Background: an optimization exercise with open tools, aiming at small area, a short achievable clock period and few clock cycles per item. Do not read the settings as production practice.
Function was checked by simulation only, so behaviour that the tests miss may differ from the original.
Power and IR drop assume default switching activity.

### flow/config.mk
export PLATFORM = sky130hd
export DESIGN_NAME = simple_cpu_top
export DESIGN_NICKNAME = simple_cpu_top
export VERILOG_FILES = /design/flow/design.v
export SDC_FILE = /design/flow/constraint.sdc
export NUM_CORES = 4
export LEC_CHECK = 0
export CAP_MARGIN = 20
export CORE_MARGIN = 2
export CORE_UTILIZATION = 40
export SETUP_SLACK_MARGIN = 0.4
export SLEW_MARGIN = 20
export SYNTH_HIERARCHICAL = 1
export SYNTH_MINIMUM_KEEP_SIZE = 0
### flow/constraint.sdc
create_clock -name core_clock -period 5.0 [get_ports {clk}]
set_input_delay 1.0000 -clock core_clock [delete_from_list [all_inputs] [get_ports {clk}]]
set_output_delay 1.0000 -clock core_clock [all_outputs]
set_load 0.01 [all_outputs]
### flow/design.v
module simple_datapath #(
    parameter BIT_WIDTH = 16
)(
    input wire [BIT_WIDTH-1:0] a,
    input wire [BIT_WIDTH-1:0] b,
    output wire [BIT_WIDTH-1:0] p
);
    wire w1 = a[0] & b[0];
    wire w2 = a[1] & b[0];
    wire w3 = a[2] & b[0];
    wire w4 = a[3] & b[0];
    wire w5 = a[4] & b[0];
    wire w6 = a[5] & b[0];
    wire w7 = a[6] & b[0];
    wire w8 = a[7] & b[0];
    wire w9 = a[8] & b[0];
    wire w10 = a[9] & b[0];
    wire w11 = a[10] & b[0];
    wire w12 = a[11] & b[0];
    wire w13 = a[12] & b[0];
    wire w14 = a[13] & b[0];
    wire w15 = a[14] & b[0];
    wire w16 = a[15] & b[0];
    wire w17 = a[0] & b[1];
    wire w18 = a[1] & b[1];
    wire w19 = a[2] & b[1];
    wire w20 = a[3] & b[1];
    wire w21 = a[4] & b[1];
    wire w22 = a[5] & b[1];
    wire w23 = a[6] & b[1];
    wire w24 = a[7] & b[1];
    wire w25 = a[8] & b[1];
    wire w26 = a[9] & b[1];
    wire w27 = a[10] & b[1];
    wire w28 = a[11] & b[1];
    wire w29 = a[12] & b[1];
    wire w30 = a[13] & b[1];
    wire w31 = a[14] & b[1];
    wire w32 = a[0] & b[2];
    wire w33 = a[1] & b[2];
    wire w34 = a[2] & b[2];
    wire w35 = a[3] & b[2];
    wire w36 = a[4] & b[2];
    wire w37 = a[5] & b[2];
    wire w38 = a[6] & b[2];
    wire w39 = a[7] & b[2];
    wire w40 = a[8] & b[2];
    wire w41 = a[9] & b[2];
    wire w42 = a[10] & b[2];
    wire w43 = a[11] & b[2];
    wire w44 = a[12] & b[2];
    wire w45 = a[13] & b[2];
    wire w46 = a[0] & b[3];
    wire w47 = a[1] & b[3];
    wire w48 = a[2] & b[3];
    wire w49 = a[3] & b[3];
    wire w50 = a[4] & b[3];
    wire w51 = a[5] & b[3];
    wire w52 = a[6] & b[3];
    wire w53 = a[7] & b[3];
    wire w54 = a[8] & b[3];
    wire w55 = a[9] & b[3];
    wire w56 = a[10] & b[3];
    wire w57 = a[11] & b[3];
    wire w58 = a[12] & b[3];
    wire w59 = a[0] & b[4];
    wire w60 = a[1] & b[4];
    wire w61 = a[2] & b[4];
    wire w62 = a[3] & b[4];
    wire w63 = a[4] & b[4];
    wire w64 = a[5] & b[4];
    wire w65 = a[6] & b[4];
    wire w66 = a[7] & b[4];
    wire w67 = a[8] & b[4];
    wire w68 = a[9] & b[4];
    wire w69 = a[10] & b[4];
    wire w70 = a[11] & b[4];
    wire w71 = a[0] & b[5];
    wire w72 = a[1] & b[5];
    wire w73 = a[2] & b[5];
    wire w74 = a[3] & b[5];
    wire w75 = a[4] & b[5];
    wire w76 = a[5] & b[5];
    wire w77 = a[6] & b[5];
    wire w78 = a[7] & b[5];
    wire w79 = a[8] & b[5];
    wire w80 = a[9] & b[5];
    wire w81 = a[10] & b[5];
    wire w82 = a[0] & b[6];
    wire w83 = a[1] & b[6];
    wire w84 = a[2] & b[6];
    wire w85 = a[3] & b[6];
    wire w86 = a[4] & b[6];
    wire w87 = a[5] & b[6];
    wire w88 = a[6] & b[6];
    wire w89 = a[7] & b[6];
    wire w90 = a[8] & b[6];
    wire w91 = a[9] & b[6];
    wire w92 = a[0] & b[7];
    wire w93 = a[1] & b[7];
    wire w94 = a[2] & b[7];
    wire w95 = a[3] & b[7];
    wire w96 = a[4] & b[7];
    wire w97 = a[5] & b[7];
    wire w98 = a[6] & b[7];
    wire w99 = a[7] & b[7];
    wire w100 = a[8] & b[7];
    wire w101 = a[0] & b[8];
    wire w102 = a[1] & b[8];
    wire w103 = a[2] & b[8];
    wire w104 = a[3] & b[8];
    wire w105 = a[4] & b[8];
    wire w106 = a[5] & b[8];
    wire w107 = a[6] & b[8];
    wire w108 = a[7] & b[8];
    wire w109 = a[0] & b[9];
    wire w110 = a[1] & b[9];
    wire w111 = a[2] & b[9];
    wire w112 = a[3] & b[9];
    wire w113 = a[4] & b[9];
    wire w114 = a[5] & b[9];
    wire w115 = a[6] & b[9];
    wire w116 = a[0] & b[10];
    wire w117 = a[1] & b[10];
    wire w118 = a[2] & b[10];
    wire w119 = a[3] & b[10];
    wire w120 = a[4] & b[10];
    wire w121 = a[5] & b[10];
    wire w122 = a[0] & b[11];
    wire w123 = a[1] & b[11];
    wire w124 = a[2] & b[11];
    wire w125 = a[3] & b[11];
    wire w126 = a[4] & b[11];
    wire w127 = a[0] & b[12];
    wire w128 = a[1] & b[12];
    wire w129 = a[2] & b[12];
    wire w130 = a[3] & b[12];
    wire w131 = a[0] & b[13];
    wire w132 = a[1] & b[13];
    wire w133 = a[2] & b[13];
    wire w134 = a[0] & b[14];
    wire w135 = a[1] & b[14];
    wire w136 = a[0] & b[15];
    wire w137, w138;
    mul_ha u1 (.x(w18), .y(w3), .s(w137), .c(w138));
    wire w139, w140;
    mul_fa u2 (.x(w19), .y(w33), .z(w4), .s(w139), .c(w140));
    wire w141, w142;
    mul_ha u3 (.x(w46), .y(w138), .s(w141), .c(w142));
    wire w143, w144;
    mul_fa u4 (.x(w20), .y(w34), .z(w47), .s(w143), .c(w144));
    wire w145, w146;
    mul_fa u5 (.x(w5), .y(w59), .z(w140), .s(w145), .c(w146));
    wire w147, w148;
    mul_ha u6 (.x(w142), .y(w143), .s(w147), .c(w148));
    wire w149, w150;
    mul_fa u7 (.x(w21), .y(w35), .z(w48), .s(w149), .c(w150));
    wire w151, w152;
    mul_fa u8 (.x(w6), .y(w60), .z(w71), .s(w151), .c(w152));
    wire w153, w154;
    mul_fa u9 (.x(w144), .y(w149), .z(w151), .s(w153), .c(w154));
    wire w155, w156;
    mul_ha u10 (.x(w148), .y(w146), .s(w155), .c(w156));
    wire w157, w158;
    mul_fa u11 (.x(w22), .y(w36), .z(w49), .s(w157), .c(w158));
    wire w159, w160;
    mul_fa u12 (.x(w61), .y(w7), .z(w72), .s(w159), .c(w160));
    wire w161, w162;
    mul_fa u13 (.x(w82), .y(w150), .z(w152), .s(w161), .c(w162));
    wire w163, w164;
    mul_fa u14 (.x(w157), .y(w159), .z(w154), .s(w163), .c(w164));
    wire w165, w166;
    mul_ha u15 (.x(w161), .y(w156), .s(w165), .c(w166));
    wire w167, w168;
    mul_fa u16 (.x(w23), .y(w37), .z(w50), .s(w167), .c(w168));
    wire w169, w170;
    mul_fa u17 (.x(w62), .y(w73), .z(w8), .s(w169), .c(w170));
    wire w171, w172;
    mul_fa u18 (.x(w83), .y(w92), .z(w158), .s(w171), .c(w172));
    wire w173, w174;
    mul_fa u19 (.x(w160), .y(w167), .z(w169), .s(w173), .c(w174));
    wire w175, w176;
    mul_fa u20 (.x(w162), .y(w171), .z(w173), .s(w175), .c(w176));
    wire w177, w178;
    mul_ha u21 (.x(w164), .y(w166), .s(w177), .c(w178));
    wire w179, w180;
    mul_fa u22 (.x(w101), .y(w24), .z(w38), .s(w179), .c(w180));
    wire w181, w182;
    mul_fa u23 (.x(w51), .y(w63), .z(w74), .s(w181), .c(w182));
    wire w183, w184;
    mul_fa u24 (.x(w84), .y(w9), .z(w93), .s(w183), .c(w184));
    wire w185, w186;
    mul_fa u25 (.x(w168), .y(w170), .z(w179), .s(w185), .c(w186));
    wire w187, w188;
    mul_fa u26 (.x(w181), .y(w183), .z(w172), .s(w187), .c(w188));
    wire w189, w190;
    mul_fa u27 (.x(w174), .y(w185), .z(w187), .s(w189), .c(w190));
    wire w191, w192;
    mul_ha u28 (.x(w176), .y(w178), .s(w191), .c(w192));
    wire w193, w194;
    mul_fa u29 (.x(w10), .y(w102), .z(w109), .s(w193), .c(w194));
    wire w195, w196;
    mul_fa u30 (.x(w25), .y(w39), .z(w52), .s(w195), .c(w196));
    wire w197, w198;
    mul_fa u31 (.x(w64), .y(w75), .z(w85), .s(w197), .c(w198));
    wire w199, w200;
    mul_fa u32 (.x(w94), .y(w180), .z(w182), .s(w199), .c(w200));
    wire w201, w202;
    mul_fa u33 (.x(w184), .y(w193), .z(w195), .s(w201), .c(w202));
    wire w203, w204;
    mul_fa u34 (.x(w197), .y(w186), .z(w199), .s(w203), .c(w204));
    wire w205, w206;
    mul_fa u35 (.x(w201), .y(w188), .z(w203), .s(w205), .c(w206));
    wire w207, w208;
    mul_ha u36 (.x(w190), .y(w192), .s(w207), .c(w208));
    wire w209, w210;
    mul_fa u37 (.x(w103), .y(w11), .z(w110), .s(w209), .c(w210));
    wire w211, w212;
    mul_fa u38 (.x(w116), .y(w26), .z(w40), .s(w211), .c(w212));
    wire w213, w214;
    mul_fa u39 (.x(w53), .y(w65), .z(w76), .s(w213), .c(w214));
    wire w215, w216;
    mul_fa u40 (.x(w86), .y(w95), .z(w194), .s(w215), .c(w216));
    wire w217, w218;
    mul_fa u41 (.x(w196), .y(w198), .z(w209), .s(w217), .c(w218));
    wire w219, w220;
    mul_fa u42 (.x(w211), .y(w213), .z(w200), .s(w219), .c(w220));
    wire w221, w222;
    mul_fa u43 (.x(w202), .y(w215), .z(w217), .s(w221), .c(w222));
    wire w223, w224;
    mul_fa u44 (.x(w204), .y(w219), .z(w221), .s(w223), .c(w224));
    wire w225, w226;
    mul_ha u45 (.x(w206), .y(w223), .s(w225), .c(w226));
    wire w227, w228;
    mul_fa u46 (.x(w104), .y(w111), .z(w117), .s(w227), .c(w228));
    wire w229, w230;
    mul_fa u47 (.x(w12), .y(w122), .z(w27), .s(w229), .c(w230));
    wire w231, w232;
    mul_fa u48 (.x(w41), .y(w54), .z(w66), .s(w231), .c(w232));
    wire w233, w234;
    mul_fa u49 (.x(w77), .y(w87), .z(w96), .s(w233), .c(w234));
    wire w235, w236;
    mul_fa u50 (.x(w210), .y(w212), .z(w214), .s(w235), .c(w236));
    wire w237, w238;
    mul_fa u51 (.x(w227), .y(w229), .z(w231), .s(w237), .c(w238));
    wire w239, w240;
    mul_fa u52 (.x(w233), .y(w216), .z(w218), .s(w239), .c(w240));
    wire w241, w242;
    mul_fa u53 (.x(w235), .y(w237), .z(w220), .s(w241), .c(w242));
    wire w243, w244;
    mul_fa u54 (.x(w222), .y(w239), .z(w241), .s(w243), .c(w244));
    wire w245, w246;
    mul_ha u55 (.x(w224), .y(w243), .s(w245), .c(w246));
    wire w247, w248;
    mul_fa u56 (.x(w105), .y(w112), .z(w118), .s(w247), .c(w248));
    wire w249, w250;
    mul_fa u57 (.x(w123), .y(w127), .z(w13), .s(w249), .c(w250));
    wire w251, w252;
    mul_fa u58 (.x(w28), .y(w42), .z(w55), .s(w251), .c(w252));
    wire w253, w254;
    mul_fa u59 (.x(w67), .y(w78), .z(w88), .s(w253), .c(w254));
    wire w255, w256;
    mul_fa u60 (.x(w97), .y(w228), .z(w230), .s(w255), .c(w256));
    wire w257, w258;
    mul_fa u61 (.x(w232), .y(w234), .z(w247), .s(w257), .c(w258));
    wire w259, w260;
    mul_fa u62 (.x(w249), .y(w251), .z(w253), .s(w259), .c(w260));
    wire w261, w262;
    mul_fa u63 (.x(w236), .y(w238), .z(w255), .s(w261), .c(w262));
    wire w263, w264;
    mul_fa u64 (.x(w257), .y(w259), .z(w240), .s(w263), .c(w264));
    wire w265, w266;
    mul_fa u65 (.x(w261), .y(w242), .z(w263), .s(w265), .c(w266));
    wire w267, w268;
    mul_ha u66 (.x(w244), .y(w265), .s(w267), .c(w268));
    wire w269, w270;
    mul_fa u67 (.x(w106), .y(w113), .z(w119), .s(w269), .c(w270));
    wire w271, w272;
    mul_fa u68 (.x(w124), .y(w128), .z(w131), .s(w271), .c(w272));
    wire w273, w274;
    mul_fa u69 (.x(w14), .y(w29), .z(w43), .s(w273), .c(w274));
    wire w275, w276;
    mul_fa u70 (.x(w56), .y(w68), .z(w79), .s(w275), .c(w276));
    wire w277, w278;
    mul_fa u71 (.x(w89), .y(w98), .z(w248), .s(w277), .c(w278));
    wire w279, w280;
    mul_fa u72 (.x(w250), .y(w252), .z(w254), .s(w279), .c(w280));
    wire w281, w282;
    mul_fa u73 (.x(w269), .y(w271), .z(w273), .s(w281), .c(w282));
    wire w283, w284;
    mul_fa u74 (.x(w275), .y(w256), .z(w258), .s(w283), .c(w284));
    wire w285, w286;
    mul_fa u75 (.x(w260), .y(w277), .z(w279), .s(w285), .c(w286));
    wire w287, w288;
    mul_fa u76 (.x(w281), .y(w262), .z(w283), .s(w287), .c(w288));
    wire w289, w290;
    mul_fa u77 (.x(w285), .y(w264), .z(w287), .s(w289), .c(w290));
    wire w291, w292;
    mul_ha u78 (.x(w266), .y(w289), .s(w291), .c(w292));
    wire w293, w294;
    mul_fa u79 (.x(w107), .y(w114), .z(w120), .s(w293), .c(w294));
    wire w295, w296;
    mul_fa u80 (.x(w125), .y(w129), .z(w132), .s(w295), .c(w296));
    wire w297, w298;
    mul_fa u81 (.x(w134), .y(w15), .z(w30), .s(w297), .c(w298));
    wire w299, w300;
    mul_fa u82 (.x(w44), .y(w57), .z(w69), .s(w299), .c(w300));
    wire w301, w302;
    mul_fa u83 (.x(w80), .y(w90), .z(w99), .s(w301), .c(w302));
    wire w303, w304;
    mul_fa u84 (.x(w270), .y(w272), .z(w274), .s(w303), .c(w304));
    wire w305, w306;
    mul_fa u85 (.x(w276), .y(w293), .z(w295), .s(w305), .c(w306));
    wire w307, w308;
    mul_fa u86 (.x(w297), .y(w299), .z(w301), .s(w307), .c(w308));
    wire w309, w310;
    mul_fa u87 (.x(w278), .y(w280), .z(w282), .s(w309), .c(w310));
    wire w311, w312;
    mul_fa u88 (.x(w303), .y(w305), .z(w307), .s(w311), .c(w312));
    wire w313, w314;
    mul_fa u89 (.x(w284), .y(w286), .z(w309), .s(w313), .c(w314));
    wire w315, w316;
    mul_fa u90 (.x(w311), .y(w288), .z(w313), .s(w315), .c(w316));
    wire w317, w318;
    mul_ha u91 (.x(w290), .y(w315), .s(w317), .c(w318));
    wire w319 = w100 ^ w108;
    wire w320 = w115 ^ w121;
    wire w321 = w126 ^ w130;
    wire w322 = w133 ^ w135;
    wire w323 = w136 ^ w16;
    wire w324 = w31 ^ w45;
    wire w325 = w58 ^ w70;
    wire w326 = w81 ^ w91;
    wire w327 = w319 ^ w320;
    wire w328 = w321 ^ w322;
    wire w329 = w323 ^ w324;
    wire w330 = w325 ^ w326;
    wire w331 = w294 ^ w296;
    wire w332 = w298 ^ w300;
    wire w333 = w302 ^ w327;
    wire w334 = w328 ^ w329;
    wire w335 = w330 ^ w331;
    wire w336 = w332 ^ w333;
    wire w337 = w334 ^ w304;
    wire w338 = w335 ^ w336;
    wire w339 = w306 ^ w308;
    wire w340 = w337 ^ w338;
    wire w341 = w339 ^ w340;
    wire w342 = w310 ^ w312;
    wire w343 = w341 ^ w342;
    wire w344 = w314 ^ w343;
    wire w345 = w344 ^ w316;
    wire w346 = w345 ^ w318;
    wire [BIT_WIDTH-1:0] ra = {w346, w292, w268, w246, w226, w208, w205, w189, w175, w163, w153, w145, w139, w32, w2, w1};
    wire [BIT_WIDTH-1:0] rb = {1'b0, w317, w291, w267, w245, w225, w207, w191, w177, w165, w155, w147, w141, w137, w17, 1'b0};
    assign p = ra + rb;
endmodule
module mul_fa (
    input wire x, y, z,
    output wire s, c
);
    assign s = x ^ y ^ z;
    assign c = (x & y) | (x & z) | (y & z);
endmodule
module mul_ha (
    input wire x, y,
    output wire s, c
);
    assign s = x ^ y;
    assign c = x & y;
endmodule
module mul_han (
    input wire x, y,
    output wire s, c
);
    assign s = ~(x ^ y);
    assign c = x | y;
endmodule
module simple_control (
    input wire clk,
    input wire rst_n,
    input wire start,
    output reg done
);
    always @(posedge clk or negedge rst_n) begin
        if (!rst_n)
            done <= 1'b0;
        else if (start)
            done <= 1'b1;
    end
endmodule
module simple_cpu_top #(
    parameter BIT_WIDTH = 16,
    parameter PROGRAM_FILE = "program.mem"
)(
    input wire clk,
    input wire rst_n,
    input wire start,
    input wire [BIT_WIDTH-1:0] operand_a,
    input wire [BIT_WIDTH-1:0] operand_b,
    output wire [BIT_WIDTH-1:0] result,
    output wire done
);
    wire [BIT_WIDTH-1:0] product;
    simple_datapath #(.BIT_WIDTH(BIT_WIDTH)) datapath (
        .a(operand_a), .b(operand_b), .p(product)
    );
    simple_control control (
        .clk(clk), .rst_n(rst_n), .start(start), .done(done)
    );
    reg [BIT_WIDTH-1:0] result_r;
    always @(posedge clk)
        if (start) result_r <= product;
    assign result = result_r;
endmodule
### flow/run.sh
#!/bin/bash
# synth_recipe.tcl (not shown) runs the flow's synth.tcl, then flattens the netlist and writes it again
# the make line also repeats each setting of config.mk as NAME=value (left out here)
make -C /OpenROAD-flow-scripts/flow DESIGN_CONFIG=/design/flow/config.mk WORK_HOME=/design/flow/orfs CLKGATE_MAP_FILE= SYNTH_SCRIPT=/design/flow/synth_recipe.tcl finish
==> summary.txt, run 1 <==
Final layout
  • FF+latch area: 505 um2
  • Finished Cell Area: 0.00582 mm2
  • Diodes inserted: 0
  • Area added between synthesis and finish: 47.1%
  • Share of post-route cells with drive strength above 1: between 40% and 50%
  • Total area of multi-input combinational cells: 0.00380 mm2
  • Count of nets after finishing: between 600 and 700
  • Filler instances: 808

Synthesis
  • Post-synth top flop: sky130_fd_sc_hd__edfxtp_1
  • Share of the yosys chip area belonging to registers: 12.8%
  • Post-synthesis async set-or-reset flop share: around 5.9%
  • Post-synthesis register bit count: 17
  • Post-synthesis instance total: approximately 360
  • Top cell type by total area after synthesis: sky130_fd_sc_hd__fa_1
  • Area fraction of the dominant cell type after synthesis: between 40% and 50%
  • YS warnings: 8
  • Total standard cell area after synthesis: 0.00395 mm2
  • Total nets after synthesis: 503
  • Top area cells in the synthesized netlist: sky130_fd_sc_hd__fa_1, sky130_fd_sc_hd__and2_1, sky130_fd_sc_hd__edfxtp_1, sky130_fd_sc_hd__ha_1, sky130_fd_sc_hd__xnor2_1
  • Post-synth EDFFs: 16
  • Post-synthesis area per instance: approximately 11 um2
  • Unique cell type count in the Yosys netlist: 33

STA
  • Max-slew violation count: 0
  • Setup TNS: 0 ns
  • Shortest clock period the worst path allows after layout: 4.94 ns
  • Hold violation total from the final report: 0
  • Tightest Pin Transition: 0.749 ns
  • Unrepaired setup endpoints after global routing: yes
  • Worst clock skew on the final layout: 0 ns
  • Fin crit share: 98.8%
  • Achievable clock frequency: 202 MHz
  • Worst rel slew slack: 49.9%
  • Setup violations, final: 0

Power
  • Sequential power share: between 8 and 9%
  • Power density over the cells: 634 mW/mm2
  • Switching fraction of total power: approximately two fifths
  • Leak: 2.49 nW
  • P_int: 2.25 mW
  • Portion of total power attributed to combinational logic: 88.4%
  • Worst voltage drop across the vdd grid: 0.579 mV
  • Clk network pwr share: 2.9%
  • Sw power: between 1 and 1.5 mW

Global routing
  • Pin count of the biggest net entering global routing: 18
  • Initial antenna violation count: 0
  • Gr ovfl total: 0
  • Via count of the first global-routing pass: about 3200
  • Global-route wire length before repair: 16300 um
  • Total global-route track usage: ~21%

Clocking
  • Latest clock arrival within the worst-skew pair: between 0.2 and 0.3 ns
  • Buffer type at the clock tree root: sky130_fd_sc_hd__clkbuf_8
  • Maximum level of the CTS H-tree: 1
  • Number of buffers added by the clock tree synthesis step: 3
  • Clk buf depth: 2
  • Clock tree from TritonCTS: yes
  • TritonCTS sink count: 17
  • Clock transition at the registers of the reported paths: 0.07 ns

Place
  • Post-place instance area: around 0.0053 mm2
  • Number of port buffers: 51
  • Placer congestion estimate: approximately 0.9
  • Post-DP HPWL: around 8500 um

Worst setup path
  • CP Data Required Time: 5.02 ns
  • Worst Setup End Kind: flip-flop
  • Critical path peak fanout: 4
  • Setup Crit Path Kind: primary input to flip-flop
  • Critical Path AT: 4.96 ns
  • Crit path launch type: primary input

Route
  • DR vias: 3067
  • Total wire length after detailed routing: between 10000 and 15000 um
  • Post-route antenna net violation count: 0
  • Number of vias per cell: 4.90
  • Remaining DRCs: 0
  • Number of DRC markers after the initial detailed-route iteration: 88
  • First-pass DRT Iterations: 4
  • Drt wl/cell: approximately 17 um

Floorplanning
  • Initial core utilization: 40.8%
  • Number of rows in the core area: 36
  • Die Height: 103 um
  • Die Area: 0.0107 mm2
  • Width of the chip: about 100 um
  • Boundary pin count: between 50 and 60
  • Area of the placeable core: 0.00968 mm2

Worst hold path
  • Worst Hold Class: flip-flop to flip-flop

Job
  • Max cap viols: 0

Status
  • Outcome: finished clean
==> placed cells by master, fill, tap and decap left out, drive strengths merged <==
master,netlist,final
a221oi,2,2
o21a,1,1
a211oi,1,1
nand4,1,1
dlygate4sd2,0,2
xnor3,1,1
xor2,9,9
fa,79,79
o21ai,5,5
a2111oi,1,1
clkbuf,12,6
and2,120,120
clkdlybuf4s15,0,8
clkinv,0,1
ha,27,27
a21o,5,5
clkdlybuf4s50,0,23
nor2b,1,1
nor3,3,3
inv,1,1
a21oi,11,11
or2,1,1
buf,1,104
mux2i,1,1
o21bai,1,1
nor2,5,5
o211ai,3,3
nand2,22,22
dfrtp,1,1
a31o,1,1
edfxtp,16,16
o31ai,1,1
xnor2,29,29
==> flip-flops by register name (all words and copies together), names as in the netlist <==
name          cells
control.done      1
result_r         16
==> Yosys cell counts, types with 2 or more instances <==
master and n:
sky130_fd_sc_hd__a21o_1 5, sky130_fd_sc_hd__a21oi_1 11, sky130_fd_sc_hd__a221oi_1 2, sky130_fd_sc_hd__and2_1 116, sky130_fd_sc_hd__and2_2 4, sky130_fd_sc_hd__clkbuf_1 12, sky130_fd_sc_hd__edfxtp_1 16, sky130_fd_sc_hd__fa_1 79
sky130_fd_sc_hd__ha_1 27, sky130_fd_sc_hd__nand2_1 21, sky130_fd_sc_hd__nor2_1 5, sky130_fd_sc_hd__nor3_1 3, sky130_fd_sc_hd__o211ai_1 3, sky130_fd_sc_hd__o21ai_0 4, sky130_fd_sc_hd__xnor2_1 28, sky130_fd_sc_hd__xor2_1 9
==> kinds of logic after synthesis <==
family                     share of synthesized area [%]
and+or+nand+nor                                     22.6
adders and majority gates                           48.6
xor gates and xnor gates                            9.18
AOI/OAI and AO/OA                                   5.19
DFF                                                 12.8
buffers and inverters                               1.42
muxes                                              0.253
==> power groups by stage <==
stage	registers (mW)	clock network, mW	logic [mW]
global route	0.327	0.114	3.58
global placement	0.325	0	2.69
floorplan	0.354	0	1.78
detailed placement	0.324	0	2.71
finish	0.320	0.106	3.26
CTS	0.321	0.110	3.11
==> metal layers <==
| layer | up-vias | track usage, % | share of wire (%) |
|---|---|---|---|
| li1 | 1435 | - | - |
| met1 | 1524 | 26.4 | 42 |
| met2 | 95 | 38.3 | 52 |
| met3 | 13 | 1.61 | 4.0 |
| met4 | 0 | 4.76 | 1.4 |
| met5 | - | 0 | 0 |
==> per-module statistics from Yosys, one instance, submodules excluded, excerpt <==
module / cell area (um2) / copies in the design / cells inside / flip-flops and latches
simple_cpu_top: 480 / 1 / 16 / 16
mul_fa: 20.0 / 78 / 1 / 0
mul_ha: 12.5 / 13 / 1 / 0
simple_control: 31.3 / 1 / 2 / 1
==> layout make-up <==
cell class	instances	share of cell area (%)
clock buffers	3	0.710
clock inverters	1	0.0861
inverters	1	0.0645
multi-input cells	331	65.4
flip-flops and latches	17	8.69
well taps	133	2.86
repair buffers	140	22.2
==> per-stage QoR <==
step                total power [mW]  setup slack, ns  hold slack, ns  cells  utilization [%]
CTS                             3.54          -0.0473           0.470    622             58.9
detailed placement              3.03           -0.579           0.453    595             54.6
global placement                3.01           -0.526           0.448    595             54.6
global route                    4.02          -0.0643           0.481    626             60.1
floorplan                       2.14            0.110           0.504    362                -
finish                          3.69           0.0583           0.461    626             60.1
==> final timing paths <==
check | startpoint | endpoint | slack (ns) | depth (start not counted)
setup / recovery | operand_b[2] | result_r[15]$_DFFE_PP_ | 0.06 | 17
hold / removal | control.done$_DFFE_PN0P_ | control.done$_DFFE_PN0P_ | 0.46 | 1
setup reg to reg | control.done$_DFFE_PN0P_ | control.done$_DFFE_PN0P_ | 4.30 | 1
hold reg to reg | control.done$_DFFE_PN0P_ | control.done$_DFFE_PN0P_ | 0.46 | 1
max in group asynchronous | rst_n | control.done$_DFFE_PN0P_ | 4.04 | 1
min in group asynchronous | rst_n | control.done$_DFFE_PN0P_ | 0.87 | 1
==> critical path, stage by stage <==
cell and delay (ns):
sky130_fd_sc_hd__buf_6 0.09, sky130_fd_sc_hd__buf_6 0.12, sky130_fd_sc_hd__buf_12 0.12, sky130_fd_sc_hd__buf_12 0.12, sky130_fd_sc_hd__and2_1 0.15, sky130_fd_sc_hd__fa_2 0.38
sky130_fd_sc_hd__fa_2 0.40, sky130_fd_sc_hd__fa_2 0.44, sky130_fd_sc_hd__fa_2 0.42, sky130_fd_sc_hd__fa_1 0.55, sky130_fd_sc_hd__ha_2 0.19, sky130_fd_sc_hd__xnor2_2 0.11
sky130_fd_sc_hd__xnor2_1 0.15, sky130_fd_sc_hd__xnor2_1 0.15, sky130_fd_sc_hd__xnor2_1 0.14, sky130_fd_sc_hd__xnor3_1 0.28, sky130_fd_sc_hd__xnor2_2 0.15
==> what timing repair did <==
| item | in CTS | in global routing |
|---|---|---|
| resized for setup | 138 | 40 |
| hold buffers | 0 | 0 |
| setup endpoints to repair | 8 | 7 |
| pin swaps | 39 | 54 |
| cloned | 3 | 1 |
| setup buffers | 20 | 3 |
Testbench counts, summed over its fixed seeds: cycles 384, items 384.
==> inputs of run 2 (changes only) <==
--- a/flow/config.mk
+++ b/flow/config.mk
@@ -8,7 +8,7 @@
 export CAP_MARGIN = 20
 export CORE_MARGIN = 2
 export CORE_UTILIZATION = 40
-export SETUP_SLACK_MARGIN = 0.4
+export GPL_TIMING_DRIVEN = 0
 export SLEW_MARGIN = 20
 export SYNTH_HIERARCHICAL = 1
 export SYNTH_MINIMUM_KEEP_SIZE = 0
==> run 2 against run 1 <==
The layout now fails its checks (negative setup slack). Largest power group unchanged. Area after synthesis is the same. Sequential cell count did not move. Largest cell class unchanged. Combinational power decreased by 19%. Global-route usage is 0.80 points lower. Worst setup slack got worse by 0.14 ns. Core utilization fell by 7.2 points. Clock skew unchanged. Wire length down 7.2%. Critical path depth shrank 1. Critical endpoint unchanged. Sequential share of layout area is 1.2 points higher.
==> summary.txt, run 2 <==
Global routing
  • Via count of the first global-routing pass: 3176
  • Pin count of the biggest net entering global routing: 18
  • Initial antenna violation count: 0
  • Global-route wire length before repair: approximately 16000 um
  • Total global-route track usage: 19.9%
  • Gr ovfl total: 0

Final layout
  • Leading cell type in the layout, fill and taps excluded: sky130_fd_sc_hd__and2_1
  • Biggest register: result_r
  • Diodes inserted: 0
  • Filler instances: 872
  • Number of cells in the finished layout apart from fillers: 564
  • Commonest cells after routing, fill and taps aside: sky130_fd_sc_hd__and2_1, sky130_fd_sc_hd__fa_1, sky130_fd_sc_hd__fa_2
  • Area added between synthesis and finish: 29.4%
  • Flip-flop count of the largest register, all copies and words added: 16
  • Final Core Density: 52.8%
  • Top flop regs: result_r x16, control.done x1
  • Share of post-route cells with drive strength above 1: 29.7%
  • Count of nets after finishing: 573

Route
  • Total wire length after detailed routing: 9970 um
  • Remaining DRCs: 0
  • Number of vias per cell: 5.07
  • Drt wl/cell: between 15 and 20 um
  • DR vias: approximately 2900
  • Number of DRC markers after the initial detailed-route iteration: 132
  • First-pass DRT Iterations: 4
  • Post-route antenna net violation count: 0

Worst setup path
  • R2R Setup Slk: 4.30 ns
  • CP Data Required Time: 4.99 ns
  • Crit path launch type: primary input
  • Critical Path AT: slightly above 5 ns
  • Worst Setup End Kind: flip-flop
  • Destination of the worst register-to-register timing path: control.done$_DFFE_PN0P_
  • Worst reg2reg path depth: 1
  • Origin of the critical flop-to-flop path: control.done$_DFFE_PN0P_
  • Setup Crit Path Kind: primary input to flip-flop
  • Critical path peak fanout: 7

Job
  • Max cap viols: 0

STA
  • Tightest Pin Transition: 0.682 ns
  • Shortest clock period the worst path allows after layout: 5.08 ns
  • Unrepaired setup endpoints after global routing: yes
  • Achievable clock frequency: 197 MHz
  • Fin crit share: 102%
  • Setup violations, final: 1
  • Setup TNS: -0.0783 ns
  • Worst clock skew on the final layout: 0 ns
  • Worst rel slew slack: between 50 and 60%
  • Max-slew violation count: 0
  • Hold violation total from the final report: 0
  • Final WS setup: -0.0783 ns

Clocking
  • Maximum level of the CTS H-tree: 1
  • Clock tree from TritonCTS: yes
  • Clk buf depth: 2
  • Number of buffers added by the clock tree synthesis step: 3
  • TritonCTS sink count: 17
  • Number of hold-repair buffers added at the cts stage: 0
  • Buffer type at the clock tree root: sky130_fd_sc_hd__clkbuf_8
  • Latest clock arrival within the worst-skew pair: roughly 0.24 ns
  • Clock transition at the registers of the reported paths: 0.06 ns

Synthesis
  • Area fraction of the dominant cell type after synthesis: 40.0%
  • Post-synthesis area per instance: 10.9 um2
  • Top area cells in the synthesized netlist: sky130_fd_sc_hd__fa_1, sky130_fd_sc_hd__and2_1, sky130_fd_sc_hd__edfxtp_1, sky130_fd_sc_hd__ha_1, sky130_fd_sc_hd__xnor2_1
  • Post-synthesis async set-or-reset flop share: between 5 and 6%
  • Share of the yosys chip area belonging to registers: between 10% and 20%
  • Post-synth EDFFs: 16
  • Top cell type by total area after synthesis: sky130_fd_sc_hd__fa_1
  • Post-synthesis instance total: 362
  • Most repeated cell in the gate-level netlist after synthesis: sky130_fd_sc_hd__and2_1
  • Post-synth top flop: sky130_fd_sc_hd__edfxtp_1
  • Post-synthesis register bit count: 17
  • Most frequent cells after synthesis: sky130_fd_sc_hd__and2_1, sky130_fd_sc_hd__fa_1, sky130_fd_sc_hd__xnor2_1
  • Total standard cell area after synthesis: roughly 0.0040 mm2
  • Total nets after synthesis: roughly 500
  • YS warnings: 8
  • Unique cell type count in the Yosys netlist: 33

Floorplanning
  • Die Height: 103 um
  • Width of the chip: ~100 um
  • Area of the placeable core: 0.00968 mm2
  • Die Area: about 0.011 mm2
  • Boundary pin count: 52
  • Number of rows in the core area: 36
  • Initial core utilization: 40.8%

Place
  • Placer congestion estimate: 0.885
  • DP Cell Count: 546
  • Post-DP HPWL: 7650 um
  • Placement Setup Slack: -1.17 ns
  • Number of port buffers: 51

Worst hold path
  • Worst Hold Class: flip-flop to flip-flop
  • Worst Hold Path EP: control.done$_DFFE_PN0P_
  • Startpoint of the worst hold path: control.done$_DFFE_PN0P_
  • Instance count along the most critical hold path: 1

Status
  • SO Viols: negative setup slack
  • Outcome: finished with violations

Power
  • Worst voltage drop across the vdd grid: 0.385 mV
  • Leak: 2.13 nW
  • Power density over the cells: 598 mW/mm2
[run 2: changes by cell type in the layout (fill, tap and decap cells not counted), sizes merged]
| cell | before | now |
|---|---|---|
| buf | 104 | 37 |
| clkbuf | 6 | 21 |
| clkdlybuf4s15 | 8 | 0 |
| dlygate4sd2 | 2 | 0 |
[run 2: worst max path at each step]
stage | startpoint | to | cells past startpoint
final | operand_b[0] | result_r[15]$_DFFE_PP_ | 16
after global placement | operand_a[3] | result_r[15]$_DFFE_PP_ | 15
after floorplan | operand_b[5] | result_r[15]$_DFFE_PP_ | 14
after detailed placement | operand_a[3] | result_r[15]$_DFFE_PP_ | 15
after CTS | operand_a[0] | result_r[15]$_DFFE_PP_ | 15
after global routing | operand_b[0] | result_r[15]$_DFFE_PP_ | 15
[run 2: cell families (layout without fill, tap and decap cells)]
family                     Yosys count  in the layout  share of synthesized area [%]
buffers and inverters               14             83                           1.42
AOI/OAI and AO/OA                   32             32                           5.19
xor gates and xnor gates            39             39                           9.18
DFF                                 17             17                           12.8
and+or+nand+nor                    153            153                           22.6
adders and majority gates          106            106                           48.6
muxes                                1              1                          0.253
[run 2: final cells by class]
type / instances / area (um2) / area share, %
sequential: 17 / 505 / 9.88
inverter: 1 / 3.75 / 0.0734
multi-input combinational: 331 / 3700 / 72.3
tap: 133 / 166 / 3.25
clock buffer: 3 / 41.3 / 0.807
timing repair buffer: 68 / 557 / 10.9
buffer: 10 / 139 / 2.71
clock inverter: 1 / 5.00 / 0.0978
[run 2: per-module statistics from Yosys (local to each module, per instance), excerpt]
module / area [um2] / cells / flip-flops and latches
mul_fa: 20.0 / 1 / 0
mul_ha: 12.5 / 1 / 0
simple_control: 31.3 / 2 / 1
simple_cpu_top: 480 / 16 / 16
[run 2: routing by layer]
layer	vias to the layer above	track usage (%)	part of all wire (%)
met5	-	0	0
li1	1309	-	-
met1	1463	26.0	43
met4	0	5.57	3.1
met3	16	0.538	3.1
met2	72	36.4	51
[run 2: stage by stage]
| stage | hold WS [ns] | total power, mW | instance area (um2) |
|---|---|---|---|
| 2_1_floorplan | 0.504 | 1.89 | 4020 |
| 3_3_place_gp | 0.447 | 2.39 | 4690 |
| 3_5_place_dp | 0.458 | 2.42 | 4690 |
| 4_1_cts | 0.473 | 2.93 | 5080 |
| 5_1_grt | 0.505 | 3.33 | 5120 |
| 6_report | 0.466 | 3.06 | 5120 |
[run 2: repair_timing]
item                       CTS  global route
gates resized for setup    137            74
setup buffers               11             3
pin swaps                   24            37
cloned                       3             0
setup endpoints to repair    7             6
[run 2: power by group]
part | switching (mW) | total, mW | internal (mW)
Sequential | 0.0104 | 0.318 | 0.307
Combinational | 1.23 | 2.65 | 1.41
Clock | 0.0418 | 0.0968 | 0.0551
Total | 1.29 | 3.06 | 1.77
[run 2: worst max-delay path, cell delays in order]
cell                      delay (ns)
sky130_fd_sc_hd__buf_12         0.11
sky130_fd_sc_hd__buf_8          0.12
sky130_fd_sc_hd__buf_4          0.14
sky130_fd_sc_hd__and2_1         0.14
sky130_fd_sc_hd__fa_1           0.48
sky130_fd_sc_hd__fa_2           0.42
sky130_fd_sc_hd__fa_2           0.41
sky130_fd_sc_hd__fa_2           0.40
sky130_fd_sc_hd__fa_1           0.54
sky130_fd_sc_hd__ha_4           0.22
sky130_fd_sc_hd__xnor2_4        0.15
sky130_fd_sc_hd__xnor2_2        0.14
sky130_fd_sc_hd__xnor2_1        0.14
sky130_fd_sc_hd__xnor2_1        0.19
sky130_fd_sc_hd__xnor3_2        0.33
sky130_fd_sc_hd__xnor2_2        0.15
==> inputs of run 3 (changes only) <==
--- a/flow/config.mk
+++ b/flow/config.mk
@@ -9,6 +9,7 @@
 export CORE_MARGIN = 2
 export CORE_UTILIZATION = 40
 export GPL_TIMING_DRIVEN = 0
+export SETUP_SLACK_MARGIN = 0.1
 export SLEW_MARGIN = 20
 export SYNTH_HIERARCHICAL = 1
 export SYNTH_MINIMUM_KEEP_SIZE = 0
==> run 3 against run 2 <==
Still fails the layout checks on negative setup slack. Largest cell class unchanged. Critical path depth decreased by 2. Maximum frequency decreased by 0.23%. Sequential cell count did not move. Critical endpoint unchanged. Highest routed layer unchanged. Clock skew unchanged. Final area is 2.6% higher. Core utilization grew 1.4 points. Register-to-register slack hardly changed. Global-route usage fell by 0.15 points. Area after synthesis unchanged. Largest power group unchanged.
==> summary.txt, run 3 <==
Worst setup path
  • R2R Setup Slk: 4.29 ns
  • CP Data Required Time: 5.00 ns
  • Worst Setup End Kind: flip-flop
  • Critical path peak fanout: 6
  • Origin of the critical flop-to-flop path: control.done$_DFFE_PN0P_
  • Destination of the worst register-to-register timing path: control.done$_DFFE_PN0P_
  • Critical Path AT: 5.09 ns
  • Crit path launch type: primary input
  • Worst reg2reg path depth: 1
  • Setup Crit Path Kind: primary input to flip-flop

Synthesis
  • Share of the yosys chip area belonging to registers: 12.8%
  • Unique cell type count in the Yosys netlist: 33
  • XOR/XNOR Fraction of Synth Area: a little under a tenth
  • Post-synthesis area per instance: approximately 11 um2
  • Compound-cell area share of the yosys netlist: 5.19%
  • Total nets after synthesis: 503
  • Post-synthesis async set-or-reset flop share: 5.88%
  • Post-Synth Adder-Cell Area: between 40% and 50%
  • Basic-gate share of the synthesized area counting and, or, nand and nor cells: a little under a quarter
  • Dominant combinational cell family by area after synthesis: adder cells
  • Post-synth top flop: sky130_fd_sc_hd__edfxtp_1
  • Post-synth EDFFs: 16
  • Post-synthesis register bit count: 17
  • Post-synthesis instance total: approximately 360
  • Area fraction of the dominant cell type after synthesis: 40.0%
  • Top cell type by total area after synthesis: sky130_fd_sc_hd__fa_1
  • Top area cells in the synthesized netlist: sky130_fd_sc_hd__fa_1, sky130_fd_sc_hd__and2_1, sky130_fd_sc_hd__edfxtp_1, sky130_fd_sc_hd__ha_1, sky130_fd_sc_hd__xnor2_1
  • Most repeated cell in the gate-level netlist after synthesis: sky130_fd_sc_hd__and2_1
  • YS warnings: 8
  • Most frequent cells after synthesis: sky130_fd_sc_hd__and2_1, sky130_fd_sc_hd__fa_1, sky130_fd_sc_hd__xnor2_1
  • Total standard cell area after synthesis: 0.00395 mm2
  • Share of synthesized area spent on multiplexers: 0.253%

Route
  • Remaining DRCs: 0
  • Drt wl/cell: 17.2 um
  • Number of DRC markers after the initial detailed-route iteration: 70
  • Total wire length after detailed routing: 9900 um
  • Post-route antenna net violation count: 0
  • DR vias: 2876
  • Number of vias per cell: 4.99
  • First-pass DRT Iterations: 4

Clocking
  • Clk buf depth: 2
  • Latest clock arrival within the worst-skew pair: 0.24 ns
  • TritonCTS sink count: 17
  • Maximum level of the CTS H-tree: 1
  • Number of hold-repair buffers added at the cts stage: 0
  • Number of buffers added by the clock tree synthesis step: 3
  • Clock transition at the registers of the reported paths: 0.06 ns
  • Clock tree from TritonCTS: yes
  • Buffer type at the clock tree root: sky130_fd_sc_hd__clkbuf_8

Floorplanning
  • Die Height: 103 um
  • Area of the placeable core: 0.00968 mm2
  • Number of rows in the core area: 36
  • Boundary pin count: between 50 and 60
  • Initial core utilization: 40.8%
  • Die Area: 0.0107 mm2
  • Width of the chip: 103 um

STA
  • Setup violations, final: 1
  • Unrepaired setup endpoints after global routing: yes
  • Setup TNS: -0.0902 ns
  • Achievable clock frequency: 196 MHz
  • Max-slew violation count: 0
  • Tightest Pin Transition: 0.666 ns
  • Final WS setup: -0.0902 ns
  • Worst rel slew slack: 55.4%
  • Fin crit share: 102%
  • Shortest clock period the worst path allows after layout: 5.09 ns
  • Worst clock skew on the final layout: 0 ns
  • Hold violation total from the final report: 0

Global routing
  • Initial antenna violation count: 0
  • Pin count of the biggest net entering global routing: 18
  • Global-route wire length before repair: 15800 um
  • Gr ovfl total: 0
  • Total global-route track usage: roughly a fifth
  • Via count of the first global-routing pass: around 3100

Power
  • Power density over the cells: about 590 mW/mm2
  • Worst voltage drop across the vdd grid: 0.439 mV
  • P_int: 1.78 mW
  • Leak: 2.21 nW
  • Portion of total power attributed to combinational logic: 86.5%
  • Switching fraction of total power: 42.3%
  • Sw power: 1.30 mW
  • Sequential power share: 10.3%
  • Clk network pwr share: 3.1%

Final layout
  • Area added between synthesis and finish: 32.9%
  • Final Core Density: 54.2%
  • Diodes inserted: 0
  • Top flop regs: result_r x16, control.done x1
  • Count of nets after finishing: 585
  • Biggest register: result_r
  • Commonest cells after routing, fill and taps aside: sky130_fd_sc_hd__and2_1, sky130_fd_sc_hd__fa_1, sky130_fd_sc_hd__fa_2
  • Share of post-route cells with drive strength above 1: 32.1%
  • Flip-flop count of the largest register, all copies and words added: 16
  • Leading cell type in the layout, fill and taps excluded: sky130_fd_sc_hd__and2_1

Place
  • Post-DP HPWL: 7720 um
  • Placer congestion estimate: between 0.8 and 0.9
  • Number of port buffers: 51

Worst hold path
  • Startpoint of the worst hold path: control.done$_DFFE_PN0P_
  • Worst Hold Class: flip-flop to flip-flop
  • Worst Hold Path EP: control.done$_DFFE_PN0P_
  • Instance count along the most critical hold path: 1

Status
  • Outcome: finished with violations
  • SO Viols: negative setup slack

Job
  • Max cap viols: 0
run 3: cell count changes in the layout (fill, tap and decap cells not counted), sizes merged:
cell,previous run,this run
clkbuf,21,18
clkdlybuf4s15,0,4
buf,37,46
dlygate4sd2,0,2
run 3: how the worst max path moves through the flow:
stage,from,cells past startpoint,end,slack [ns]
CTS,operand_a[0],15,result_r[15]$_DFFE_PP_,-0.21
finish,operand_a[10],14,result_r[15]$_DFFE_PP_,-0.09
detailed placement,operand_a[3],15,result_r[15]$_DFFE_PP_,-1.02
global placement,operand_a[3],15,result_r[15]$_DFFE_PP_,-0.99
global route,operand_a[4],16,result_r[15]$_DFFE_PP_,-0.22
floorplan,operand_a[4],13,result_r[15]$_DFFE_PP_,0.08
run 3: layout make-up:
| class | instances | area [um2] |
|---|---|---|
| plain buffers | 13 | 176 |
| fillers | 886 | 4430 |
| repair buffers | 77 | 669 |
| well taps | 133 | 166 |
| clock buffers | 3 | 41.3 |
| multi-input cells | 331 | 3680 |
| flip-flops and latches | 17 | 505 |
| inverters | 1 | 3.75 |
| clock inverters | 1 | 5.00 |
run 3: worst max-delay path, cell delays in order:
cell,delay (ns)
sky130_fd_sc_hd__dlygate4sd2_1,0.34
sky130_fd_sc_hd__and2_4,0.19
sky130_fd_sc_hd__fa_2,0.45
sky130_fd_sc_hd__fa_2,0.41
sky130_fd_sc_hd__fa_2,0.35
sky130_fd_sc_hd__fa_1,0.56
sky130_fd_sc_hd__fa_1,0.46
sky130_fd_sc_hd__ha_4,0.20
sky130_fd_sc_hd__xnor2_2,0.16
sky130_fd_sc_hd__xnor2_1,0.15
sky130_fd_sc_hd__xnor2_1,0.15
sky130_fd_sc_hd__xnor2_1,0.16
sky130_fd_sc_hd__xnor3_2,0.34
sky130_fd_sc_hd__xnor2_2,0.15
run 3: cells by family (layout without fill, tap and decap cells):
family,count (synthesis),count (layout)
adders and majority gates,106,106
and+or+nand+nor,153,153
DFF,17,17
xor gates and xnor gates,39,39
AOI/OAI and AO/OA,32,32
buffers and inverters,14,95
muxes,1,1
run 3: Yosys stat by module, one instance, submodules excluded, a selection:
| module | flops+latches | cell area (um2) | copies in the design |
|---|---|---|---|
| simple_control | 1 | 31.3 | 1 |
| mul_ha | 0 | 12.5 | 13 |
| simple_cpu_top | 16 | 480 | 1 |
| mul_fa | 0 | 20.0 | 78 |
run 3: power groups by stage:
stage	combinational [mW]	sequential (mW)	clock, mW
after CTS	2.56	0.319	0.100
after global routing	2.93	0.325	0.105
after global placement	2.18	0.321	0
after detailed placement	2.22	0.322	0
after floorplan	1.63	0.354	0
final	2.67	0.318	0.0972
run 3: routing by layer:
metal  up-vias  GRT usage, %  routed length, um
met5         -             0                  0
met4         0          6.58                271
met3        16         0.941                279
met2        77          34.9               5080
met1      1449          26.2               4270
li1       1334             -                  -
run 3: repair_timing:
item / in CTS / in global routing
pin swaps: 36 / 35
setup buffers: 22 / 4
hold endpoints to repair: 0 / 0
endpoints found under the setup margin: 8 / 6
resized for setup: 156 / 43
run 3: per-stage QoR:
stage | cell area (um2) | total power [mW] | cells | setup WS (ns) | hold WS, ns
final | 5250 | 3.09 | 576 | -0.0902 | 0.475
after global routing | 5250 | 3.36 | 576 | -0.222 | 0.492
after global placement | 4750 | 2.51 | 546 | -0.986 | 0.448
after floorplan | 4070 | 1.98 | 362 | 0.0751 | 0.504
after CTS | 5170 | 2.98 | 572 | -0.212 | 0.481
after detailed placement | 4750 | 2.54 | 546 | -1.02 | 0.465
==> inputs of run 4 (changes only) <==
--- a/flow/config.mk
+++ b/flow/config.mk
@@ -9,7 +9,7 @@
 export CORE_MARGIN = 2
 export CORE_UTILIZATION = 40
 export GPL_TIMING_DRIVEN = 0
-export SETUP_SLACK_MARGIN = 0.1
+export SETUP_SLACK_MARGIN = 0.2
 export SLEW_MARGIN = 20
 export SYNTH_HIERARCHICAL = 1
 export SYNTH_MINIMUM_KEEP_SIZE = 0
==> run 4 against run 3 <==
The layout still fails its checks (negative setup slack). Clock power is essentially flat. Sequential share of layout area fell by 0.16 points. Area after synthesis did not move. First-iteration DRC count increased by 57%. Critical path type unchanged.
==> summary.txt, run 4 <==
Status
  • Outcome: finished with violations
  • SO Viols: negative setup slack

Place
  • DP Cell Count: about 550
  • Number of port buffers: 51
  • Post-place instance area: 0.00481 mm2
  • Post-DP HPWL: 7740 um
  • Placement Setup Slack: -1.02 ns
  • Placer congestion estimate: 0.886

Worst hold path
  • Worst Hold Class: flip-flop to flip-flop

Synthesis
  • Post-synthesis area per instance: between 10 and 15 um2
  • Share of the yosys chip area belonging to registers: 12.8%
  • Most repeated cell in the gate-level netlist after synthesis: sky130_fd_sc_hd__and2_1
  • Post-synthesis register bit count: 17
  • Post-synthesis instance total: 362
  • Post-synth EDFFs: 16
  • Total nets after synthesis: 503
  • Top cell type by total area after synthesis: sky130_fd_sc_hd__fa_1
  • Compound-cell area share of the yosys netlist: 5.19%
  • XOR/XNOR Fraction of Synth Area: 9.18%
  • Basic-gate share of the synthesized area counting and, or, nand and nor cells: between 20 and 25%
  • Top area cells in the synthesized netlist: sky130_fd_sc_hd__fa_1, sky130_fd_sc_hd__and2_1, sky130_fd_sc_hd__edfxtp_1, sky130_fd_sc_hd__ha_1, sky130_fd_sc_hd__xnor2_1
  • Post-Synth Adder-Cell Area: 48.6%
  • Share of synthesized area spent on multiplexers: 0.253%
  • Dominant combinational cell family by area after synthesis: adder cells
  • Total standard cell area after synthesis: 0.00395 mm2
  • Most frequent cells after synthesis: sky130_fd_sc_hd__and2_1, sky130_fd_sc_hd__fa_1, sky130_fd_sc_hd__xnor2_1
  • Area fraction of the dominant cell type after synthesis: between 40% and 50%
  • Unique cell type count in the Yosys netlist: 33
  • Post-synth top flop: sky130_fd_sc_hd__edfxtp_1
  • Post-synthesis async set-or-reset flop share: slightly below 6%
  • YS warnings: 8

Worst setup path
  • Critical path peak fanout: 3
  • Setup Crit Path Kind: primary input to flip-flop
  • Critical Path AT: 5.08 ns
  • Worst reg2reg path depth: 1
  • Worst Setup EP: result_r[15]$_DFFE_PP_
  • Standard cell with the maximum stage delay on the critical path: sky130_fd_sc_hd__fa_1
  • Cells traversed along the worst timing path: buf_8 > clkbuf_8 > buf_4 > and2_4 > fa_2 > fa_2 > fa_2 > fa_1 > fa_1 > ha_4 > xnor2_2 > xnor2_1 > xnor2_1 > xnor2_1 > xnor3_2 > xnor2_2
  • Crit path launch type: primary input
  • Crit-path max cell delay: 0.56 ns
  • CP Data Required Time: 5.00 ns
  • Origin of the critical flop-to-flop path: control.done$_DFFE_PN0P_
  • R2R Setup Slk: 4.29 ns
  • Destination of the worst register-to-register timing path: control.done$_DFFE_PN0P_
  • Worst Setup End Kind: flip-flop
  • Critical Path Source: operand_a[0]

Power
  • Power density over the cells: 617 mW/mm2
  • Worst voltage drop across the vdd grid: 0.577 mV
  • Leak: 2.21 nW

Route
  • DR vias: 2885
  • Number of DRC markers after the initial detailed-route iteration: 110
  • Total wire length after detailed routing: 10000 um
  • Drt wl/cell: 17.5 um
  • Remaining DRCs: 0
  • Post-route antenna net violation count: 0
  • Number of vias per cell: a little over 5
  • First-pass DRT Iterations: 4

Clocking
  • Latest clock arrival within the worst-skew pair: 0.25 ns
  • Clock tree from TritonCTS: yes
  • Number of hold-repair buffers added at the cts stage: 0
  • Clk buf depth: 2
  • Maximum level of the CTS H-tree: 1
  • TritonCTS sink count: 17
  • Clock transition at the registers of the reported paths: 0.06 ns
  • Number of buffers added by the clock tree synthesis step: 3
  • Buffer type at the clock tree root: sky130_fd_sc_hd__clkbuf_8

Global routing
  • Via count of the first global-routing pass: just over 3000
  • Total global-route track usage: 20.0%
  • Pin count of the biggest net entering global routing: 18
  • Global-route wire length before repair: about 16000 um
  • Initial antenna violation count: 0
  • Gr ovfl total: 0

Final layout
  • Diodes inserted: 0
  • Final Core Density: a little under three fifths
  • Top flop regs: result_r x16, control.done x1
  • Area added between synthesis and finish: 35.0%
  • Number of cells in the finished layout apart from fillers: 574
  • Leading cell type in the layout, fill and taps excluded: sky130_fd_sc_hd__and2_1
  • Commonest cells after routing, fill and taps aside: sky130_fd_sc_hd__and2_1, sky130_fd_sc_hd__fa_1, sky130_fd_sc_hd__fa_2
  • Total area of multi-input combinational cells: approximately 0.0038 mm2
  • FF+latch area: around 510 um2
  • Filler instances: 856
  • Finished Cell Area: 0.00534 mm2
  • Count of nets after finishing: 583
  • Share of post-route cells with drive strength above 1: 34.7%
  • Flip-flop count of the largest register, all copies and words added: 16
  • Biggest register: result_r

STA
  • Shortest clock period the worst path allows after layout: a little over 5 ns
  • Achievable clock frequency: 197 MHz
  • Worst clock skew on the final layout: 0 ns
  • Final WS setup: -0.0819 ns
  • Worst rel slew slack: 53.2%
  • Unrepaired setup endpoints after global routing: yes
  • Tightest Pin Transition: 0.700 ns
  • Max-slew violation count: 0
  • Setup violations, final: 1
  • Setup TNS: -0.0819 ns
  • Hold violation total from the final report: 0
  • Fin crit share: 102%

Floorplanning
  • Number of rows in the core area: 36
  • Area of the placeable core: 0.00968 mm2
  • Boundary pin count: 52
  • Die Height: 103 um
  • Width of the chip: 103 um
  • Initial core utilization: about two fifths
  • Die Area: ~0.011 mm2

Job
  • Max cap viols: 0
## run 4: cell counts after synthesis
No cell type changed its count.
## run 4: cell type report
cell class,count,area share (%)
sequential,17,9.47
buffer,13,3.31
tap,133,3.12
multi-input combinational,331,70.5
clock buffer,3,0.774
timing repair buffer,75,12.7
inverter,1,0.0703
clock inverter,1,0.0938
## run 4: modules after synthesis (local to each module, per instance), a selection
module | flip-flops and latches | cell area (um2)
mul_fa | 0 | 20.0
simple_cpu_top | 16 | 480
mul_ha | 0 | 12.5
simple_control | 1 | 31.3
## run 4: what timing repair did
action / 4_1_cts / 5_1_grt
resized for setup: 169 / 26
buffers inserted: 22 / 1
setup endpoints to repair: 8 / 5
cloned: 1 / 0
pin swaps: 40 / 20
## run 4: worst max-delay path, delay by kind of cell
family / cells / cell delay, ns
adders and majority gates: 6 / 2.49
buffers and inverters: 3 / 0.36
and+or+nand+nor: 1 / 0.13
xor gates and xnor gates: 6 / 1.09
## run 4: metal layers
layer  routed length [um]  track usage [%]  vias up
met3                  317             1.41       24
met5                    0                0        -
met1                 4210             25.7     1455
met2                 5100             35.3       77
li1                     -                -     1329
met4                  388             7.29        0
## run 4: worst min path at each step
stage / startpoint / end / slack (ns) / cells past startpoint
finish: control.done$_DFFE_PN0P_ / control.done$_DFFE_PN0P_ / 0.47 / 1
global placement: control.done$_DFFE_PN0P_ / control.done$_DFFE_PN0P_ / 0.45 / 1
floorplan: control.done$_DFFE_PN0P_ / control.done$_DFFE_PN0P_ / 0.50 / 1
global route: control.done$_DFFE_PN0P_ / control.done$_DFFE_PN0P_ / 0.51 / 1
detailed placement: control.done$_DFFE_PN0P_ / control.done$_DFFE_PN0P_ / 0.47 / 1
CTS: control.done$_DFFE_PN0P_ / control.done$_DFFE_PN0P_ / 0.48 / 1
## run 4: logic make-up after synthesis
group	count (synthesis)
XOR/XNOR	39
adder cells (fa/ha/maj)	106
AO/OA/AOI/OAI	32
buffers and inverters	14
flip-flops	17
multiplexers	1
AND/OR/NAND/NOR	153
## run 4: per-stage QoR
stage | power (mW) | hold WS (ns)
after floorplan | 2.07 | 0.504
after global placement | 2.59 | 0.447
after global routing | 3.56 | 0.512
after detailed placement | 2.63 | 0.466
final | 3.30 | 0.475
after CTS | 3.24 | 0.480
## run 4: power breakdown
part	internal [mW]	total [mW]	switching [mW]	leakage [nW]
Clock	0.0551	0.0975	0.0423	0.0255
Combinational	1.55	2.88	1.33	2.02
Sequential	0.307	0.317	0.0103	0.165
==> inputs of run 5 (changes only) <==
--- a/flow/config.mk
+++ b/flow/config.mk
@@ -8,8 +8,6 @@
 export CAP_MARGIN = 20
 export CORE_MARGIN = 2
 export CORE_UTILIZATION = 40
-export GPL_TIMING_DRIVEN = 0
-export SETUP_SLACK_MARGIN = 0.2
 export SLEW_MARGIN = 20
 export SYNTH_HIERARCHICAL = 1
 export SYNTH_MINIMUM_KEEP_SIZE = 0
==> run 5 against run 4 <==
The run now finishes clean. Clock skew unchanged. Cell count up 5.2%. Final area down 0.21%. Via count up 3.4%. Global-route usage up 0.56 points. Maximum frequency up 4.0%. Sequential cell count unchanged. Die area unchanged. Clock power up 9%. Synthesized cell count unchanged. Critical endpoint unchanged.
==> summary.txt, run 5 <==
Status
  • Outcome: finished clean

Synthesis
  • Most frequent cells after synthesis: sky130_fd_sc_hd__and2_1, sky130_fd_sc_hd__fa_1, sky130_fd_sc_hd__xnor2_1
  • YS warnings: 8
  • Total nets after synthesis: 503
  • Top area cells in the synthesized netlist: sky130_fd_sc_hd__fa_1, sky130_fd_sc_hd__and2_1, sky130_fd_sc_hd__edfxtp_1, sky130_fd_sc_hd__ha_1, sky130_fd_sc_hd__xnor2_1
  • Post-synth top flop: sky130_fd_sc_hd__edfxtp_1
  • Area fraction of the dominant cell type after synthesis: 40.0%
  • Top cell type by total area after synthesis: sky130_fd_sc_hd__fa_1
  • Share of the yosys chip area belonging to registers: around an eighth
  • Total standard cell area after synthesis: 0.00395 mm2
  • Post-synthesis area per instance: 10.9 um2
  • Post-synthesis register bit count: 17
  • Most repeated cell in the gate-level netlist after synthesis: sky130_fd_sc_hd__and2_1
  • Post-synth EDFFs: 16
  • Post-synthesis async set-or-reset flop share: 5.88%
  • Unique cell type count in the Yosys netlist: 33
  • Post-synthesis instance total: 362

Final layout
  • Commonest cells after routing, fill and taps aside: sky130_fd_sc_hd__and2_1, sky130_fd_sc_hd__buf_4, sky130_fd_sc_hd__fa_1
  • Diodes inserted: 0
  • Filler instances: 861
  • Finished Cell Area: approximately 0.0053 mm2
  • Count of nets after finishing: 613
  • Biggest register: result_r
  • Flip-flop count of the largest register, all copies and words added: 16
  • Total area of multi-input combinational cells: approximately 0.0037 mm2
  • Top flop regs: result_r x16, control.done x1
  • Area added between synthesis and finish: 34.8%
  • Share of post-route cells with drive strength above 1: approximately a third
  • FF+latch area: 505 um2
  • Leading cell type in the layout, fill and taps excluded: sky130_fd_sc_hd__and2_1

Floorplanning
  • Number of rows in the core area: 36
  • Boundary pin count: 52
  • Die Area: 0.0107 mm2
  • Initial core utilization: between 40% and 50%
  • Width of the chip: 103 um
  • Die Height: 103 um
  • Area of the placeable core: 0.00968 mm2

Route
  • Met1 routed wirelength after detailed routing: 4370 um
  • First-pass DRT Iterations: 4
  • Metal2 WL: 5350 um
  • Total wire length after detailed routing: 10200 um
  • Post-route antenna net violation count: 0
  • Number of vias per cell: 4.94
  • Highest signal layer in the routed design: met4
  • Remaining DRCs: 0
  • Drt wl/cell: about 17 um
  • DR vias: 2982
  • Met3 WL post-DR: 359 um
  • Number of DRC markers after the initial detailed-route iteration: 66

STA
  • Fin crit share: 97.8%
  • Achievable clock frequency: 205 MHz
  • Setup violations, final: 0
  • Tightest Pin Transition: 0.833 ns
  • Worst rel slew slack: roughly 44%
  • Worst clock skew on the final layout: 0 ns
  • Max-slew violation count: 0
  • Hold violation total from the final report: 0
  • Shortest clock period the worst path allows after layout: 4.89 ns
  • Unrepaired setup endpoints after global routing: yes

Worst setup path
  • Crit-path max cell delay: 0.56 ns
  • Critical Path AT: roughly 4.9 ns
  • Setup Crit Path Kind: primary input to flip-flop
  • CP Data Required Time: 5.00 ns
  • Standard cell with the maximum stage delay on the critical path: sky130_fd_sc_hd__fa_2
  • Critical path peak fanout: 6
  • R2R Setup Slk: about 4.3 ns
  • Worst reg2reg path depth: 1
  • Worst Setup End Kind: flip-flop
  • Cells traversed along the worst timing path: buf_6 > buf_6 > buf_4 > and2_4 > fa_2 > fa_2 > fa_2 > fa_2 > fa_2 > ha_4 > xnor2_2 > xnor2_2 > xnor2_1 > xnor2_1 > xnor3_1 > xnor2_1
  • Most repeated library cell on the critical path: sky130_fd_sc_hd__fa_2
  • Crit path launch type: primary input

Global routing
  • Total global-route track usage: 20.5%
  • Global-route wire length before repair: 16400 um
  • Initial antenna violation count: 0
  • Gr ovfl total: 0
  • Via count of the first global-routing pass: between 3000 and 4000
  • Pin count of the biggest net entering global routing: 18

Clocking
  • TritonCTS sink count: 17
  • Maximum level of the CTS H-tree: 1
  • Clock transition at the registers of the reported paths: about 0.070 ns
  • Number of buffers added by the clock tree synthesis step: 3
  • Clock tree from TritonCTS: yes
  • Buffer type at the clock tree root: sky130_fd_sc_hd__clkbuf_8
  • Number of hold-repair buffers added at the cts stage: 0
  • Clk buf depth: 2
  • Latest clock arrival within the worst-skew pair: 0.25 ns

Power
  • Sw power: ~1.3 mW
  • Clk network pwr share: between 3 and 4%
  • Worst voltage drop across the vdd grid: 0.559 mV
  • Sequential power share: roughly 10%
  • Portion of total power attributed to combinational logic: 86.8%
  • Overall power: 3.25 mW
  • Leak: around 2.3 nW
  • P_int: approximately 1.9 mW
  • Switching fraction of total power: between 40% and 50%
  • Power density over the cells: 610 mW/mm2

Worst hold path
  • Worst Hold Class: flip-flop to flip-flop
  • Instance count along the most critical hold path: 1

Place
  • Post-DP HPWL: 8820 um
  • Post-place instance area: 0.00513 mm2
  • Number of port buffers: 51
  • Placer congestion estimate: 0.921

Job
  • Max cap viols: 0
## run 5: changes by cell type in the layout (fill, tap and decap cells not counted), moves of 3 or more
cell                              previous run  this run
sky130_fd_sc_hd__and2_1                     99       102
sky130_fd_sc_hd__and2_4                     18        14
sky130_fd_sc_hd__buf_4                      18        61
sky130_fd_sc_hd__buf_6                       6        11
sky130_fd_sc_hd__buf_8                       5         0
sky130_fd_sc_hd__clkbuf_8                   12         3
sky130_fd_sc_hd__clkdlybuf4s15_2             7         0
sky130_fd_sc_hd__dlygate4sd2_1               0         5
sky130_fd_sc_hd__ha_1                       14        19
sky130_fd_sc_hd__ha_4                       12         8
## run 5: cell families after synthesis
| logic type | after synthesis | share of synthesized area, % |
|---|---|---|
| flops | 17 | 12.8 |
| xor+xnor | 39 | 9.18 |
| mux | 1 | 0.253 |
| simple gates | 153 | 22.6 |
| compound gates | 32 | 5.19 |
| buf+inv | 14 | 1.42 |
| fa+ha+maj | 106 | 48.6 |
## run 5: stage by stage
stage / util [%] / std cells / TNS, ns / hold WS, ns / worst slack (ns)
finish: 55.0 / 604 / 0 / 0.465 / 0.111
global route: 55.0 / 604 / -0.0340 / 0.500 / -0.0340
CTS: 54.6 / 605 / 0 / 0.469 / 0.000707
detailed placement: 53.0 / 599 / -4.15 / 0.453 / -0.828
global placement: 53.0 / 599 / -4.02 / 0.448 / -0.786
floorplan: - / 362 / 0 / 0.504 / 0.0105
## run 5: layout make-up
class / count / share of cell area [%]
multi-input combinational: 331 / 68.6
timing repair buffer: 118 / 17.9
sequential: 17 / 9.49
tap: 133 / 3.12
clock buffer: 4 / 0.846
inverter: 1 / 0.0705
## run 5: worst paths after layout
check | startpoint | to
setup / recovery | operand_a[4] | result_r[15]$_DFFE_PP_
hold / removal | control.done$_DFFE_PN0P_ | control.done$_DFFE_PN0P_
setup reg to reg | control.done$_DFFE_PN0P_ | control.done$_DFFE_PN0P_
hold reg to reg | control.done$_DFFE_PN0P_ | control.done$_DFFE_PN0P_
max in group asynchronous | rst_n | control.done$_DFFE_PN0P_
min in group asynchronous | rst_n | control.done$_DFFE_PN0P_
## run 5: timing repair
action | in CTS | in global routing
resized for setup | 143 | 30
pin swaps | 34 | 34
endpoints found under the setup margin | 6 | 3
setup buffers | 2 | 0
## run 5: worst max-delay path, delay by kind of cell
kind / cells / cell delay (ns)
adders and majority gates: 6 / 2.43
xor gates and xnor gates: 6 / 0.97
buffers and inverters: 3 / 0.36
and+or+nand+nor: 1 / 0.14
## run 5: power groups by stage
stage          combinational, mW  sequential (mW)  clock (mW)
6_report                    2.82            0.324       0.106
2_1_floorplan               1.54            0.354           0
4_1_cts                     2.65            0.326       0.107
3_3_place_gp                2.40            0.329           0
3_5_place_dp                2.43            0.329           0
5_1_grt                     3.12            0.332       0.112
## run 5: per-module statistics from Yosys, one instance, submodules excluded, a selection
module          copies in the design  cells inside  cell area, um2
mul_fa                            78             1            20.0
simple_control                     1             2            31.3
simple_cpu_top                     1            16             480
mul_ha                            13             1            12.5
## run 5: per-layer routing
layer / up-vias / global-route usage (%)
met5: - / 0
met4: 0 / 4.66
met3: 10 / 0.739
met2: 64 / 37.6
met1: 1516 / 27.0
li1: 1392 / -

what the ideal ports hide:
The flow's constraints put no driver on any port. The routed layouts listed below were extracted and timed again, unchanged, in two steps. Step 1, drivers: a clkbuf_16 drives clk and a buf_2 each remaining input, both assumed. Step 2 adds t to the input delays and takes it off the output delays; t is the mean of the earliest and latest rising clock arrival at the registers after step 1. Input paths then give back, and output paths get back, about the clock's delay inside the block. Three values: ideal ports, drivers, drivers and shift; two values: the first two.
| run | t (ns) | slack for setup (ns) | hold WS [ns] |
|---|---|---|---|
| run 1 | 0.283 | 0.058 / 0.050 / -0.233 | 0.461 / 0.461 / 0.461 |
| run 2 | 0.266 | -0.078 / -0.103 / -0.369 | 0.466 / 0.466 / 0.466 |
| run 3 | 0.267 | -0.090 / -0.091 / -0.358 | 0.475 / 0.475 / 0.475 |
| run 4 | 0.268 | -0.082 / -0.104 / -0.372 | 0.475 / 0.475 / 0.475 |
| run 5 | 0.275 | 0.111 / 0.107 / -0.168 | 0.465 / 0.465 / 0.465 |
With both steps, setup timing fails in run 1 and run 5, where it was met with ideal ports.
